Background: an optimization exercise with open tools, aiming at small area and a short achievable clock period. Do not read the settings as production practice. Function was not checked in any run shown here: the RTL went through the layout flow alone. Power figures rest on the tool's default switching activity, not on a simulated workload.

==> flow/design.v, too long to show whole: its modules and the start of the top module <==
// module alu: 648 lines
module alu(FPUCLK, RST, A, B, CTRL, OUT);
  // ...
==> flow/flow/run.sh <==
#!/bin/bash
set -euo pipefail
cd "$(dirname "$0")/.."
export BUFFER_PORTS_ARGS="-buffer_cell sky130_fd_sc_hd__buf_2"
export SYNTH_ARGS="-noabc"
bash standard.sh > standard_flow.log 2>&1
==> flow/standard.sh <==
#!/bin/bash
# synth_recipe.tcl (not shown) runs the flow's synth.tcl, then flattens the netlist and writes it again
# the make line also repeats each setting of config.mk as NAME=value (left out here)
make -C /OpenROAD-flow-scripts/flow DESIGN_CONFIG=/design/flow/config.mk WORK_HOME=/design/flow/orfs CLKGATE_MAP_FILE= SYNTH_SCRIPT=/design/flow/synth_recipe.tcl "${@:-finish}"
==> flow/config.mk <==
export PLATFORM = sky130hd
export DESIGN_NAME = alu
export DESIGN_NICKNAME = alu
export VERILOG_FILES = /design/flow/design.v
export SDC_FILE = /design/flow/constraint.sdc
export NUM_CORES = 4
export LEC_CHECK = 0
export CAP_MARGIN = 20
export CELL_PAD_IN_SITES_DETAIL_PLACEMENT = 1
export CORE_MARGIN = 2
export CORE_UTILIZATION = 35
export SETUP_SLACK_MARGIN = 3.6
export SLEW_MARGIN = 20
export TNS_END_PERCENT = 5
==> flow/constraint.sdc <==
create_clock -name core_clock -period 7.0 [get_ports {FPUCLK}]
set_input_delay 1.4000 -clock core_clock [delete_from_list [all_inputs] [get_ports {FPUCLK}]]
set_output_delay 1.4000 -clock core_clock [all_outputs]
set_load 0.01 [all_outputs]
==> results.sh, run 1 <==
export IMPL_instances_no_fill=2885
export IMPL_root_buffer="clkbuf_16"
export IMPL_cap_violations=0
export IMPL_cp_start_kind="register"
export IMPL_pwr_share_clk_pct=12.2
export IMPL_worstPathRequired_ns=7.40
export IMPL_holdPathStages=0
export IMPL_grt_busiest_layer="met2"
export IMPL_worstHoldPathType="register to register"
export IMPL_globalRouteMet3Util_pct=2.83
export IMPL_inv_count=133
export IMPL_synth_common_cells="nor2_1, fa_1, dfxtp_1, inv_1, nand2_1"
export IMPL_routed_via_density=5.46
export IMPL_finalPower_uw=11400
export IMPL_synth_fa_ha_area_share_pct=31.4
export IMPL_path_depth=10
export IMPL_dpl_cell_area_sq_um=21200
export IMPL_yosys_register_bits=246
export IMPL_grt_max_degree=100
export IMPL_path_common_cell="fa_1"
export IMPL_status="no timing/DRC/antenna violations"
export IMPL_vias=15800
export IMPL_post_route_period_util_pct=56.3
export IMPL_mostFrequentLayoutCells="nor2_1, fa_1, dfxtp_1"
export IMPL_slew_headroom_pct=37.0
export IMPL_dp_cells=2818
export IMPL_synth_top_area_cell="fa_1"
export IMPL_bufAreaShareNonClock_pct=4.32
export IMPL_clockBufferDepth=3
export IMPL_powerSeq_uw=2390
export IMPL_htreeDepth=1
export IMPL_antenna_cells=0
export IMPL_skew_ns=0.0268
export IMPL_holdBufCountCts=0
export IMPL_critPathKind="register to register"
export IMPL_crit_chain="nor2_1, fa_1, fa_1, fa_1, fa_2, fa_2, a21o_1, mux2_4, o22ai_2, a31oi_2"
export IMPL_cp_startpoint="nmb[7]$_DFF_P_"
export IMPL_power_density_nw_per_um2=505
export IMPL_cp_arrival_ns=4.33
export IMPL_setup_viol=0
export IMPL_core_sq_um=56400
export IMPL_cpMaxStageDelayCell="fa_1"
export IMPL_met1_length_mm=26.6
export IMPL_syn_avg_cell_area_sq_um=9.73
export IMPL_clock_sinks=246
==> run 2, diff against run 1 <==
--- a/flow/design.v
+++ b/flow/design.v
@@ -1,66 +1,44 @@
 module alu(FPUCLK, RST, A, B, CTRL, OUT);
   input FPUCLK, RST;
   input [31:0] A, B;
   input [2:0] CTRL;
-  output [31:0] OUT;
+  output reg [31:0] OUT;
   wire s1, c2, s3, c4, s5, c6, s7, c8, s9, c10, s11, c12, s13, c14, s15, c16, s17, c18, s19, c20, s21, c22, s23, c24, s25, c26, s27, c28, s29, c30, s31, c32, s33, c34, s35, c36, s37, c38, s39, c40, s41, c42, s43, c44, s45, c46, s47, c48, s49, c50, s51, c52, s53, c54, s55, c56, s57, c58, s59, c60, s61, c62, s63, c64, s65, c66, s67, c68, s69, c70, s71, c72, s73, c74, s75, c76, s77, c78, s79, c80, s81, c82, s83, c84, s85, c86, s87, c88, s89, c90, s91, c92, s93, c94, s95, c96, s97, c98, s99, c100, s101, c102, s103, c104, s105, c106, s107, c108, s109, c110, s111, c112, s113, c114, s115, c116, s117, c118, s119, c120, s121, c122, s123, c124, s125, c126, s127, c128, s129, c130, s131, c132, s133, c134, s135, c136, s137, c138, s139, c140, s141, c142, s143, c144, s145, c146, s147, c148, s149, c150, s151, c152, s153, c154, s155, c156, s157, c158, s159, c160, s161, c162, s163, c164, s165, c166, s167, c168, s169, c170, s171, c172, s173, c174, s175, c176, s177, c178, s179, c180, s181, c182, s183, c184, s185, c186, s187, c188, s189, c190, s191, c192, s193, c194, s195, c196, s197, c198, s199, c200, s201, c202, s203, c204, s205, c206, s207, c208, s209, c210, s211, c212, s213, c214, s215, c216, s217, c218, s219, c220, s221, c222, s223, c224, s225, c226, s227, c228, s229, c230, s231, c232, s233, c234, s235, c236, s237, c238, s239, c240, s241, c242, s243, c244, s245, c246, s247, c248, s249, c250, s251, c252, s253, c254, s255, c256, s257, c258, s259, c260, s261, c262, s263, c264, s265, c266, s267, c268, s269, c270, s271, c272, s273, c274, s275, c276, s277, c278, s279, c280, s281, c282, s283, c284, s285, c286, s287, c288, s289, c290, s291, c292, s293, c294, s295, c296, s297, c298, s299, c300, s301, c302, s303, c304, s305, c306, s307, c308, s309, c310, s311, c312, s313, c314, s315, c316, s317, c318, s319, c320, s321, c322, s323, c324, s325, c326, s327, c328, s329, c330, s331, c332, s333, c334, s335, c336, s337, c338, s339, c340, s341, c342, s343, c344, s345, c346, s347, c348, s349, c350, s351, c352, s353, c354, s355, c356, s357, c358, s359, c360, s361, c362, s363, c364, s365, c366, s367, c368, s369, c370, s371, c372, s373, c374, s375, c376, s377, c378, s379, c380, s381, c382, s383, c384, s385, c386, s387, c388, s389, c390, s391, c392, s393, c394, s395, c396, s397, c398, s399, c400, s401, c402, s403, c404, s405, c406, s407, c408, s409, c410, s411, c412, s413, c414, s415, c416, s417, c418, s419, c420, s421, c422, s423, c424, s425, c426, s427, c428, s429, c430, s431, c432, s433, c434, s435, c436, s437, c438, s439, c440, s441, c442, s443, c444, s445, c446, s447, c448, s449, c450, s451, c452, s453, c454, s455, c456, s457, c458, s459, c460, s461, c462, s463, c464, s465, c466, s467, c468, s469, c470, s471, c472, s473, c474, s475, c476, s477, c478, s479, c480, s481, c482, s483, c484, s485, c486, s487, c488, s489, c490, s491, c492, s493, c494, s495, c496, s497, c498, s499, c500, s501, c502, s503, c504, s505, c506, s507, c508, s509, c510, s511, c512, s513, c514, s515, c516, s517, c518, s519, c520, s521, c522, s523, c524, s525, c526, s527, c528;
-  wire mul0 = CTRL[1], sub0 = CTRL[0];
-  wire sa = A[31], sb = B[31];
-  wire [7:0] ea = A[30:23], eb = B[30:23];
-  wire [22:0] fa = A[22:0], fb = B[22:0];
+  reg [31:0] r1_a, r1_b;
+  reg r1_mul, r1_sub;
+  always @(posedge FPUCLK) begin
+    r1_a <= A; r1_b <= B;
+    r1_mul <= CTRL[1]; r1_sub <= CTRL[0];
+  end
+  wire sa = r1_a[31], sb = r1_b[31];
+  wire [7:0] ea = r1_a[30:23], eb = r1_b[30:23];
+  wire [22:0] ma = r1_a[22:0], mb = r1_b[22:0];
   wire a_inf = &ea, b_inf = &eb;
-  wire a_zero = ~|A, b_zero = ~|B;
-  wire [7:0] dab = ea - eb;
+  wire a_zero = ~|r1_a, b_zero = ~|r1_b;
+  wire [8:0] dab = {1'b0, ea} - {1'b0, eb};
+  wire [7:0] dba = eb - ea;
   wire d_zero = (ea == eb);
-  wire f_lt = (fa < fb);
+  wire f_lt = (ma < mb);
   wire sp_b = a_zero;             
   wire sp_a = ~a_zero & b_zero;   
   wire sel_b = sp_b | (~sp_a & (dab[7] | (d_zero & f_lt)));
-  wire swap = ~mul0 & sel_b;
-  wire eff_sub = sa ^ sb ^ sub0;
+  wire [7:0] sh = sel_b ? dba : dab[7:0];
+  wire sh_big = (sh > 8'd23) | sp_a | sp_b;
+  wire [23:0] big = sel_b ? {1'b1, mb} : {1'b1, ma};
+  wire [23:0] sml0 = sel_b ? {1'b1, ma} : {1'b1, mb};
+  wire [23:0] sml = sh_big ? 24'd0 : (sml0 >> sh[4:0]);
+  wire eff_sub = sa ^ sb ^ r1_sub;
+  wire [23:0] smx = sml ^ {24{eff_sub}};
+  wire [7:0] e_add = sel_b ? eb : ea;
+  wire s_add = sp_b ? (sb | r1_sub) : (sel_b ? (sb ^ r1_sub) : sa);
   wire inf_s_add = a_inf ? sa : sb;
   wire [7:0] e_mul = ea + eb + 8'h81;
   wire s_mul = sa ^ sb;
-  reg [22:0] nma, nmb;      
-  reg r1_mul, r1_sub, r1_s, r1_inf, r1_zero;
-  reg [7:0] r1_d;
-  reg r1_sp;
-  reg [7:0] r1_e;
-  always @(posedge FPUCLK) begin
-    nma <= ~(swap ? fb : fa);    
-    nmb <= ~(swap ? fa : fb);
-    r1_mul <= mul0;
-    r1_sub <= ~mul0 & eff_sub;
-    r1_d <= dab;
-    r1_sp <= sp_a | sp_b;
-    r1_e <= mul0 ? e_mul : (swap ? eb : ea);
-    r1_s <= swap ? ((a_inf | b_inf) ? inf_s_add : (sp_b ? (sb | sub0) : (sb ^ sub0)))
-                 : (mul0 ? s_mul : ((a_inf | b_inf) ? inf_s_add : sa));
-    r1_inf <= a_inf | b_inf;
-    r1_zero <= mul0 & (a_zero | b_zero);
-  end
-  wire [22:0] ma = ~nma, mb = ~nmb;
-  wire [22:0] xa = ma;
-  wire [22:0] xb = mb;
-  wire [23:0] big = {1'b1, xa};
-  wire neg = r1_d[7];
-  wire [6:0] u = r1_d[6:0] ^ {7{neg}};
-  wire [4:0] r1_sh = u[4:0];
-  wire r1_shbig = (|u[6:5]) | (&u[4:3]) | (neg & (u[4:0] == 5'd23)) | r1_sp;
-  wire [23:0] sh0 = {1'b1, xb};
-  wire [23:0] sh1 = r1_sh[0] ? {1'b0, sh0[23:1]} : sh0;
-  wire [23:0] sh2 = r1_sh[1] ? {2'b0, sh1[23:2]} : sh1;
-  wire [23:0] sh3 = r1_sh[2] ? {4'b0, sh2[23:4]} : sh2;
-  wire [23:0] sh4 = r1_sh[3] ? {8'b0, sh3[23:8]} : sh3;
-  wire [23:0] sh5 = r1_sh[4] ? {16'b0, sh4[23:16]} : sh4;
-  wire [23:0] sh6 = neg ? {1'b0, sh5[23:1]} : sh5;
-  wire [23:0] sml = r1_shbig ? 24'd0 : sh6;
-  wire [23:0] smx = sml ^ {24{r1_sub}};
   assign s1 = mb[0] ^ (ma[22] & mb[1]) ^ (ma[21] & mb[2]);
   assign c2 = (mb[0] & (ma[22] & mb[1])) | (mb[0] & (ma[21] & mb[2])) | ((ma[22] & mb[1]) & (ma[21] & mb[2]));
   assign s3 = (ma[20] & mb[3]) ^ (ma[19] & mb[4]) ^ (ma[18] & mb[5]);
   assign c4 = ((ma[20] & mb[3]) & (ma[19] & mb[4])) | ((ma[20] & mb[3]) & (ma[18] & mb[5])) | ((ma[19] & mb[4]) & (ma[18] & mb[5]));
   assign s5 = (ma[17] & mb[6]) ^ (ma[16] & mb[7]);
   assign c6 = (ma[17] & mb[6]) & (ma[16] & mb[7]);
   assign s7 = mb[1] ^ (ma[22] & mb[2]) ^ (ma[21] & mb[3]);
   assign c8 = (mb[1] & (ma[22] & mb[2])) | (mb[1] & (ma[21] & mb[3])) | ((ma[22] & mb[2]) & (ma[21] & mb[3]));
@@ -491,23 +469,23 @@
   assign s433 = (ma[20] & mb[22]) ^ ma[19] ^ c356;
   assign c434 = ((ma[20] & mb[22]) & ma[19]) | ((ma[20] & mb[22]) & c356) | (ma[19] & c356);
   assign s435 = mb[20] ^ (ma[22] & mb[21]) ^ (ma[21] & mb[22]);
   assign c436 = (mb[20] & (ma[22] & mb[21])) | (mb[20] & (ma[21] & mb[22])) | ((ma[22] & mb[21]) & (ma[21] & mb[22]));
   reg [91:0] r2_m;
   reg [7:0] r2_e;
   reg r2_mul, r2_sub, r2_s, r2_inf, r2_zero;
   always @(posedge FPUCLK) begin
-    r2_m <= {(r1_mul ? 1'b0 : smx[23]), (r1_mul ? 1'b0 : big[23]), (r1_mul ? ma[22] : smx[22]), (r1_mul ? mb[22] : big[22]), (r1_mul & c436), (r1_mul & ma[21]), (r1_mul ? (ma[22] & mb[22]) : smx[21]), (r1_mul ? mb[21] : big[21]), (r1_mul & c434), (r1_mul & c432), (r1_mul ? ma[20] : smx[20]), (r1_mul ? s435 : big[20]), (r1_mul & c430), (r1_mul & c428), (r1_mul ? s433 : smx[19]), (r1_mul ? s431 : big[19]), (r1_mul & c426), (r1_mul & c424), (r1_mul ? s429 : smx[18]), (r1_mul ? s427 : big[18]), (r1_mul & c422), (r1_mul & c420), (r1_mul ? s425 : smx[17]), (r1_mul ? s423 : big[17]), (r1_mul & c418), (r1_mul & c416), (r1_mul ? s421 : smx[16]), (r1_mul ? s419 : big[16]), (r1_mul & c414), (r1_mul & c412), (r1_mul ? s417 : smx[15]), (r1_mul ? s415 : big[15]), (r1_mul & c410), (r1_mul & c408), (r1_mul ? s413 : smx[14]), (r1_mul ? s411 : big[14]), (r1_mul & c406), (r1_mul & c404), (r1_mul ? s409 : smx[13]), (r1_mul ? s407 : big[13]), (r1_mul & c402), (r1_mul & c400), (r1_mul ? s405 : smx[12]), (r1_mul ? s403 : big[12]), (r1_mul & c398), (r1_mul & c396), (r1_mul ? s401 : smx[11]), (r1_mul ? s399 : big[11]), (r1_mul & c394), (r1_mul & c392), (r1_mul ? s397 : smx[10]), (r1_mul ? s395 : big[10]), (r1_mul & c390), (r1_mul & c388), (r1_mul ? s393 : smx[9]), (r1_mul ? s391 : big[9]), (r1_mul & c386), (r1_mul & c384), (r1_mul ? s389 : smx[8]), (r1_mul ? s387 : big[8]), (r1_mul & c382), (r1_mul & c380), (r1_mul ? s385 : smx[7]), (r1_mul ? s383 : big[7]), (r1_mul & c378), (r1_mul & c376), (r1_mul ? s381 : smx[6]), (r1_mul ? s379 : big[6]), (r1_mul & c374), (r1_mul & c372), (r1_mul ? s377 : smx[5]), (r1_mul ? s375 : big[5]), (r1_mul & c370), (r1_mul & c368), (r1_mul ? s373 : smx[4]), (r1_mul ? s371 : big[4]), (r1_mul & c366), (r1_mul & c364), (r1_mul ? s369 : smx[3]), (r1_mul ? s367 : big[3]), (r1_mul & c362), (r1_mul & c360), (r1_mul ? s365 : smx[2]), (r1_mul ? s363 : big[2]), (r1_mul & c358), (r1_mul & c254), (r1_mul ? s361 : smx[1]), (r1_mul ? s359 : big[1]), (r1_mul & ma[0]), (r1_mul ? (ma[1] & mb[22]) : r1_sub), (r1_mul ? (ma[2] & mb[21]) : smx[0]), (r1_mul ? s357 : big[0])};
-    r2_e <= r1_e;
+    r2_m <= {(r1_mul ? 1'b0 : smx[23]), (r1_mul ? 1'b0 : big[23]), (r1_mul ? ma[22] : smx[22]), (r1_mul ? mb[22] : big[22]), (r1_mul & c436), (r1_mul & ma[21]), (r1_mul ? (ma[22] & mb[22]) : smx[21]), (r1_mul ? mb[21] : big[21]), (r1_mul & c434), (r1_mul & c432), (r1_mul ? ma[20] : smx[20]), (r1_mul ? s435 : big[20]), (r1_mul & c430), (r1_mul & c428), (r1_mul ? s433 : smx[19]), (r1_mul ? s431 : big[19]), (r1_mul & c426), (r1_mul & c424), (r1_mul ? s429 : smx[18]), (r1_mul ? s427 : big[18]), (r1_mul & c422), (r1_mul & c420), (r1_mul ? s425 : smx[17]), (r1_mul ? s423 : big[17]), (r1_mul & c418), (r1_mul & c416), (r1_mul ? s421 : smx[16]), (r1_mul ? s419 : big[16]), (r1_mul & c414), (r1_mul & c412), (r1_mul ? s417 : smx[15]), (r1_mul ? s415 : big[15]), (r1_mul & c410), (r1_mul & c408), (r1_mul ? s413 : smx[14]), (r1_mul ? s411 : big[14]), (r1_mul & c406), (r1_mul & c404), (r1_mul ? s409 : smx[13]), (r1_mul ? s407 : big[13]), (r1_mul & c402), (r1_mul & c400), (r1_mul ? s405 : smx[12]), (r1_mul ? s403 : big[12]), (r1_mul & c398), (r1_mul & c396), (r1_mul ? s401 : smx[11]), (r1_mul ? s399 : big[11]), (r1_mul & c394), (r1_mul & c392), (r1_mul ? s397 : smx[10]), (r1_mul ? s395 : big[10]), (r1_mul & c390), (r1_mul & c388), (r1_mul ? s393 : smx[9]), (r1_mul ? s391 : big[9]), (r1_mul & c386), (r1_mul & c384), (r1_mul ? s389 : smx[8]), (r1_mul ? s387 : big[8]), (r1_mul & c382), (r1_mul & c380), (r1_mul ? s385 : smx[7]), (r1_mul ? s383 : big[7]), (r1_mul & c378), (r1_mul & c376), (r1_mul ? s381 : smx[6]), (r1_mul ? s379 : big[6]), (r1_mul & c374), (r1_mul & c372), (r1_mul ? s377 : smx[5]), (r1_mul ? s375 : big[5]), (r1_mul & c370), (r1_mul & c368), (r1_mul ? s373 : smx[4]), (r1_mul ? s371 : big[4]), (r1_mul & c366), (r1_mul & c364), (r1_mul ? s369 : smx[3]), (r1_mul ? s367 : big[3]), (r1_mul & c362), (r1_mul & c360), (r1_mul ? s365 : smx[2]), (r1_mul ? s363 : big[2]), (r1_mul & c358), (r1_mul & c254), (r1_mul ? s361 : smx[1]), (r1_mul ? s359 : big[1]), (r1_mul & ma[0]), (r1_mul ? (ma[1] & mb[22]) : eff_sub), (r1_mul ? (ma[2] & mb[21]) : smx[0]), (r1_mul ? s357 : big[0])};
+    r2_e <= r1_mul ? e_mul : e_add;
     r2_mul <= r1_mul;
-    r2_sub <= r1_sub;
-    r2_s <= r1_s;
-    r2_inf <= r1_inf;
-    r2_zero <= r1_zero;
+    r2_sub <= ~r1_mul & eff_sub;
+    r2_s <= r1_mul ? s_mul : ((a_inf | b_inf) ? inf_s_add : s_add);
+    r2_inf <= a_inf | b_inf;
+    r2_zero <= r1_mul & (a_zero | b_zero);
   end
   assign s437 = r2_m[0] ^ r2_m[1];
   assign c438 = r2_m[0] & r2_m[1];
   assign s439 = r2_m[4] ^ r2_m[5] ^ r2_m[6];
   assign c440 = (r2_m[4] & r2_m[5]) | (r2_m[4] & r2_m[6]) | (r2_m[5] & r2_m[6]);
   assign s441 = r2_m[8] ^ r2_m[9] ^ r2_m[10];
   assign c442 = (r2_m[8] & r2_m[9]) | (r2_m[8] & r2_m[10]) | (r2_m[9] & r2_m[10]);
   assign s443 = r2_m[12] ^ r2_m[13] ^ r2_m[14];
@@ -615,34 +593,16 @@
   always @(*) begin
     lz = 5'd24;
     for (i = 0; i < 24; i = i + 1)
       if (r3_m[i]) lz = 5'd23 - i;
   end
   wire [23:0] nsh = r3_m[23:0] << lz;
   wire m_zero = ~|r3_m;
   wire [22:0] frac = r3_m[24] ? r3_m[23:1] : nsh[22:0];
-  wire [7:0] r3_e1 = r3_e + 8'd1;
-  wire kill = r3_zero | m_zero;                  
-  wire fixed = r3_inf | kill;                    
-  wire [7:0] e_base = r3_inf ? 8'hff : kill ? 8'h00 : (r3_m[24] ? r3_e1 : r3_e);
-  wire [4:0] e_dec = (fixed | r3_m[24]) ? 5'd0 : lz;
-  wire [5:0] e_lo = {1'b0, e_base[4:0]} - {1'b0, e_dec};
-  wire [2:0] e_hm1 = e_base[7:5] - 3'd1;
-  reg r4_s, r4_b, r4_fx;
-  reg [4:0] r4_lo;
-  reg [2:0] r4_hi, r4_hm1;
-  reg [22:0] r4_f;
+  wire [7:0] e_n = r3_m[24] ? r3_e + 8'd1 : r3_e - {3'b0, lz};
+  wire [31:0] res = r3_inf ? {r3_s, 8'hff, 23'd0} :
+                    (r3_zero | m_zero) ? 32'd0 : {r3_s, e_n, frac};
   always @(posedge FPUCLK or negedge RST) begin
-    if (!RST) begin
-      r4_s <= 1'b0; r4_b <= 1'b0; r4_fx <= 1'b0; r4_lo <= 5'd0; r4_hi <= 3'd0; r4_hm1 <= 3'd0; r4_f <= 23'd0;
-    end else begin
-      r4_s <= r3_s & (r3_inf | ~kill);
-      r4_b <= e_lo[5];
-      r4_lo <= e_lo[4:0];
-      r4_hi <= e_base[7:5];
-      r4_hm1 <= e_hm1;
-      r4_fx <= fixed;
-      r4_f <= frac;
-    end
+    if (!RST) OUT <= 32'd0;
+    else OUT <= res;
   end
-  assign OUT = {r4_s, r4_b ? r4_hm1 : r4_hi, r4_lo, r4_f & {23{~r4_fx}}};
 endmodule
==> flow/run.sh (new file) <==
#!/bin/bash
# synth_recipe.tcl (not shown) runs the flow's synth.tcl, then flattens the netlist and writes it again
# the make line also repeats each setting of config.mk as NAME=value (left out here)
make -C /OpenROAD-flow-scripts/flow DESIGN_CONFIG=/design/flow/config.mk WORK_HOME=/design/flow/orfs CLKGATE_MAP_FILE= SYNTH_SCRIPT=/design/flow/synth_recipe.tcl finish
==> flow/config.mk (replaced) <==
export PLATFORM = sky130hd
export DESIGN_NAME = alu
export DESIGN_NICKNAME = alu
export VERILOG_FILES = /design/flow/design.v
export SDC_FILE = /design/flow/constraint.sdc
export NUM_CORES = 4
export LEC_CHECK = 0
export CAP_MARGIN = 20
export CELL_PAD_IN_SITES_DETAIL_PLACEMENT = 1
export CORE_MARGIN = 2
export CORE_UTILIZATION = 35
export SETUP_SLACK_MARGIN = 3
export SLEW_MARGIN = 20
removed: flow/flow/run.sh
removed: flow/standard.sh
==> run 2 against run 1 <==
Compared with the run above: first-iteration DRC count rose by 17%; critical endpoint is now r2_m[29]$_DFF_P_; hold slack got worse by 0.0021 ns; core utilization rose by 4.5 points; sequential share of layout area fell by 2.9 points; synthesized cell count rose by 3.9%; fmax fell by 8.9%; setup slack got worse by 0.38 ns; global-route usage rose by 3.7 points; total power fell by 4.8%; combinational power fell by 4.7%; synthesized area rose by 0.69%; die area rose by 0.68%.
==> results.sh, run 2 <==
export IMPL_slew_headroom_pct=37.9
export IMPL_status="no timing/DRC/antenna violations"
export IMPL_die_h_um=244
export IMPL_start_util_pct=35.6
export IMPL_crit_fanout=7
export IMPL_swShare_pct=44.8
export IMPL_place_ws_ns=1.98
export IMPL_grtUsageTotal_pct=24.9
export IMPL_setup_viol=0
export IMPL_grt_pass1_vias=18800
export IMPL_yosysWarnings=1
export IMPL_wirelength_mm=76.3
export IMPL_num_rows=87
export IMPL_cts_buffers=29
export IMPL_drt_iter0_markers=1284
export IMPL_grt_use_met2_pct=42.7
export IMPL_async_reset_ff_share_pct=13.4
export IMPL_synth_area_sq_um=20100
export IMPL_syn_num_nets=2567
export IMPL_largest_reg_flops=92
export IMPL_mostFrequentLayoutCells="inv_1, fa_1, nor2_1"
export IMPL_drc=0
export IMPL_power_density_nw_per_um2=430
export IMPL_syn_inst=2136
export IMPL_dp_hpwl_mm=53.6
export IMPL_htreeDepth=1
export IMPL_ant_nets=0
export IMPL_synthTopCellsByArea="fa_1, dfxtp_1, ha_1, inv_1, and2_1"
export IMPL_hold_viol_final=0
export IMPL_dieWidth_um=244
export IMPL_antenna_found_initial=1
export IMPL_worstSkewPairLatency_ns=0.59
export IMPL_critPathKind="register to register"
export IMPL_synthFlopType="dfxtp_1"
export IMPL_layout_min_cycle_time_ns=4.32
export IMPL_p_leak_uw=0.0114
export IMPL_grt_util_met1_pct=30.7
export IMPL_dr_pass1_iters=5
export IMPL_cp_startpoint="r1_b[20]$_DFF_P_"
export IMPL_p_int_uw=5980
export IMPL_clock_sinks=239
export IMPL_grt_busiest_layer="met2"
export IMPL_grt_max_degree=61
export IMPL_drive_gt1_share_pct=19.4
export IMPL_synth_edff_count=0
export IMPL_syn_avg_cell_area_sq_um=9.43
export IMPL_slew_violations=0
export IMPL_wl_per_cell_um=24.4
export IMPL_p_seq_share_pct=19.7
export IMPL_synth_top_area_cell="fa_1"
export IMPL_worstHoldPathType="register to register"
export IMPL_cp_start_kind="register"
export IMPL_cp_arrival_ns=4.77
export IMPL_top_register="r2_m"
export IMPL_final_common_cell="inv_1"
export IMPL_antenna_cells=0
export IMPL_min_from="r2_e[3]$_DFF_P_"
export IMPL_worstReg2RegStart="r1_b[20]$_DFF_P_"
export IMPL_yosys_register_bits=239
export IMPL_fin_setup_tns_ns=0
export IMPL_die_area_sq_um=59500
export IMPL_tightest_slew_ns=0.928
export IMPL_vias=17100
export IMPL_cts_tree="yes"
export IMPL_path_clk_slew_ns=0.06
export IMPL_synth_top_cell_area_share_pct=25.7
export IMPL_vdd_ir_drop_max_mv=0.279
export IMPL_synth_cell_type_count=73
export IMPL_yosysMostFrequentCell="inv_1"
export IMPL_seq_area_frac_synth_pct=24.6
export IMPL_fmax_ghz=0.231
export IMPL_layout_setup_ws_ns=2.68
export IMPL_clockBufferDepth=3
export IMPL_io_buffers=99
export IMPL_critPathCaptureType="register"
export IMPL_gp_congestion=0.923
export IMPL_power_switching_uw=4850
export IMPL_cap_violations=0
export IMPL_layout_nets=2776
export IMPL_skew_ns=0.0269
export IMPL_area_delta_synth_final_pct=25.1
export IMPL_routed_via_density=5.46
export IMPL_post_route_period_util_pct=61.7
export IMPL_overflow=0
export IMPL_synth_common_cells="inv_1, fa_1, dfxtp_1, nor2_1, and2_1"
export IMPL_root_buffer="clkbuf_16"
export IMPL_globalRouteMet3Util_pct=3.76
export IMPL_num_io_pins=101
export IMPL_pwr_share_clk_pct=13.4
export IMPL_worstPathRequired_ns=7.45
export IMPL_grt_pass1_wl_mm=113
export IMPL_core_sq_um=56600
export IMPL_rsz0062_at_grt="true"
export IMPL_power_frac_comb_pct=66.8
-- run 2: changes by cell type after synthesis, moves of 21 or more --
| cell | delta |
|---|---|
| nor2b_1 | -29 |
| and2_1 | +124 |
| nand2_1 | +26 |
| clkbuf_1 | -21 |
| inv_1 | +162 |
| or2_2 | -51 |
| nor2_1 | -96 |
-- run 2: final timing paths --
kind / end / slack (ns) / cells after the start
min in group asynchronous: OUT[10]$_DFF_PN0_ / 1.22 / 2
worst min-delay path: r3_e[3]$_DFF_P_ / 0.32 / 0
worst max register to register: r2_m[29]$_DFF_P_ / 2.68 / 16
worst min register to register: r3_e[3]$_DFF_P_ / 0.32 / 0
max in group asynchronous: OUT[19]$_DFF_PN0_ / 5.48 / 2
worst max-delay path: r2_m[29]$_DFF_P_ / 2.68 / 16
-- run 2: kinds of logic (layout without fill, tap and decap cells) --
family,after synthesis,after routing,share of synthesized area (%)
mux,122,123,7.71
simple gates,658,659,16.0
xor+xnor,50,50,2.25
flops,239,239,24.6
compound gates,300,301,9.60
buf+inv,405,632,7.81
fa+ha+maj,362,362,32.1
-- run 2: cell type report --
| type | count | area, sq um |
|---|---|---|
| Fill cell | 6373 | 31400 |
| Multi-Input combinational cell | 1495 | 14500 |
| Sequential cell | 239 | 5020 |
| Timing Repair Buffer | 273 | 2590 |
| Inverter | 307 | 1210 |
| Tap cell | 756 | 946 |
| Clock buffer | 37 | 786 |
| Clock inverter | 15 | 123 |
-- run 2: repair_timing --
action | 4_1_cts | 5_1_grt
gates resized for setup | 141 | 139
hold buffers | 0 | 0
setup endpoints to repair | 50 | 64
cloned | 2 | 4
pin swaps | 28 | 52
buffers inserted | 71 | 43
-- run 2: power by group through the flow --
stage | Combinational (uW) | Clock [uW] | Sequential [uW]
global route | 7870 | 1540 | 2180
detailed placement | 5960 | 0 | 2150
floorplan | 4050 | 0 | 2070
global placement | 5750 | 0 | 2130
CTS | 6550 | 1480 | 2130
finish | 7240 | 1460 | 2140
-- run 2: metrics by stage --
stage | instance area (sq um) | instances | util (%) | hold WS (ns) | total power (uW)
after floorplan | 20100 | 2136 | - | 0.310 | 6120
after global placement | 22100 | 2950 | 39.1 | 0.314 | 7870
after detailed placement | 22100 | 2950 | 39.1 | 0.313 | 8110
after CTS | 24100 | 3075 | 42.6 | 0.322 | 10200
after global routing | 25200 | 3122 | 44.5 | 0.336 | 11600
final | 25200 | 3122 | 44.5 | 0.323 | 10800
-- run 2: worst max-delay path: stages, from the launching register on --
cell	delay [ns]
dfxtp_4	0.38
clkinvlp_4	0.13
buf_8	0.15
ha_4	0.26
nand4_1	0.14
nor4_2	0.30
a311oi_2	0.15
buf_4	0.18
a211oi_4	0.29
buf_12	0.17
buf_16	0.12
mux4_2	0.56
mux4_2	0.50
a22o_1	0.24
a31oi_1	0.18
mux2i_1	0.29
o211ai_1	0.13
-- run 2: per-layer routing --
layer / wire [um] / vias to the layer above
met5: 0 / -
met4: 4780 / 0
met3: 5440 / 264
met1: 29400 / 8679
li1: - / 7328
met2: 36700 / 790

-- afterwards: timing with drivers on the ports --
How much do the figures lean on ideal ports? The routed layouts below were timed once more, with nothing changed but the port constraints.
Step 1 sets driving cells, clkbuf_16 on the clock port and buf_2 on the other inputs (assumed; they add their load-dependent delay and slew).
Step 2, shift: input delay + t, output delay - t, t = (earliest + latest rising clock arrival at the registers) / 2. This alone moves slack from input paths to output paths.
a / b / c = no drivers / after step 1 / after step 2; a / b = the first two.
run | shift t [ns] | setup slack, ns | slew at the worst register clock pin (ns) | worst slew at a driven data input, ns | pins driven straight from the clock port
run 1 | 0.607 | 3.062 / 3.062 / 2.857 | 0.07 / 0.07 | 0.05 | 1
run 2 | 0.635 | 2.679 / 2.679 / 2.679 | 0.07 / 0.07 | 0.05 | 1
After both steps every run listed still meets setup and hold. The setup slack of run 1, which loses most, moves by 0.000 ns with the drivers and by -0.205 ns with both steps.
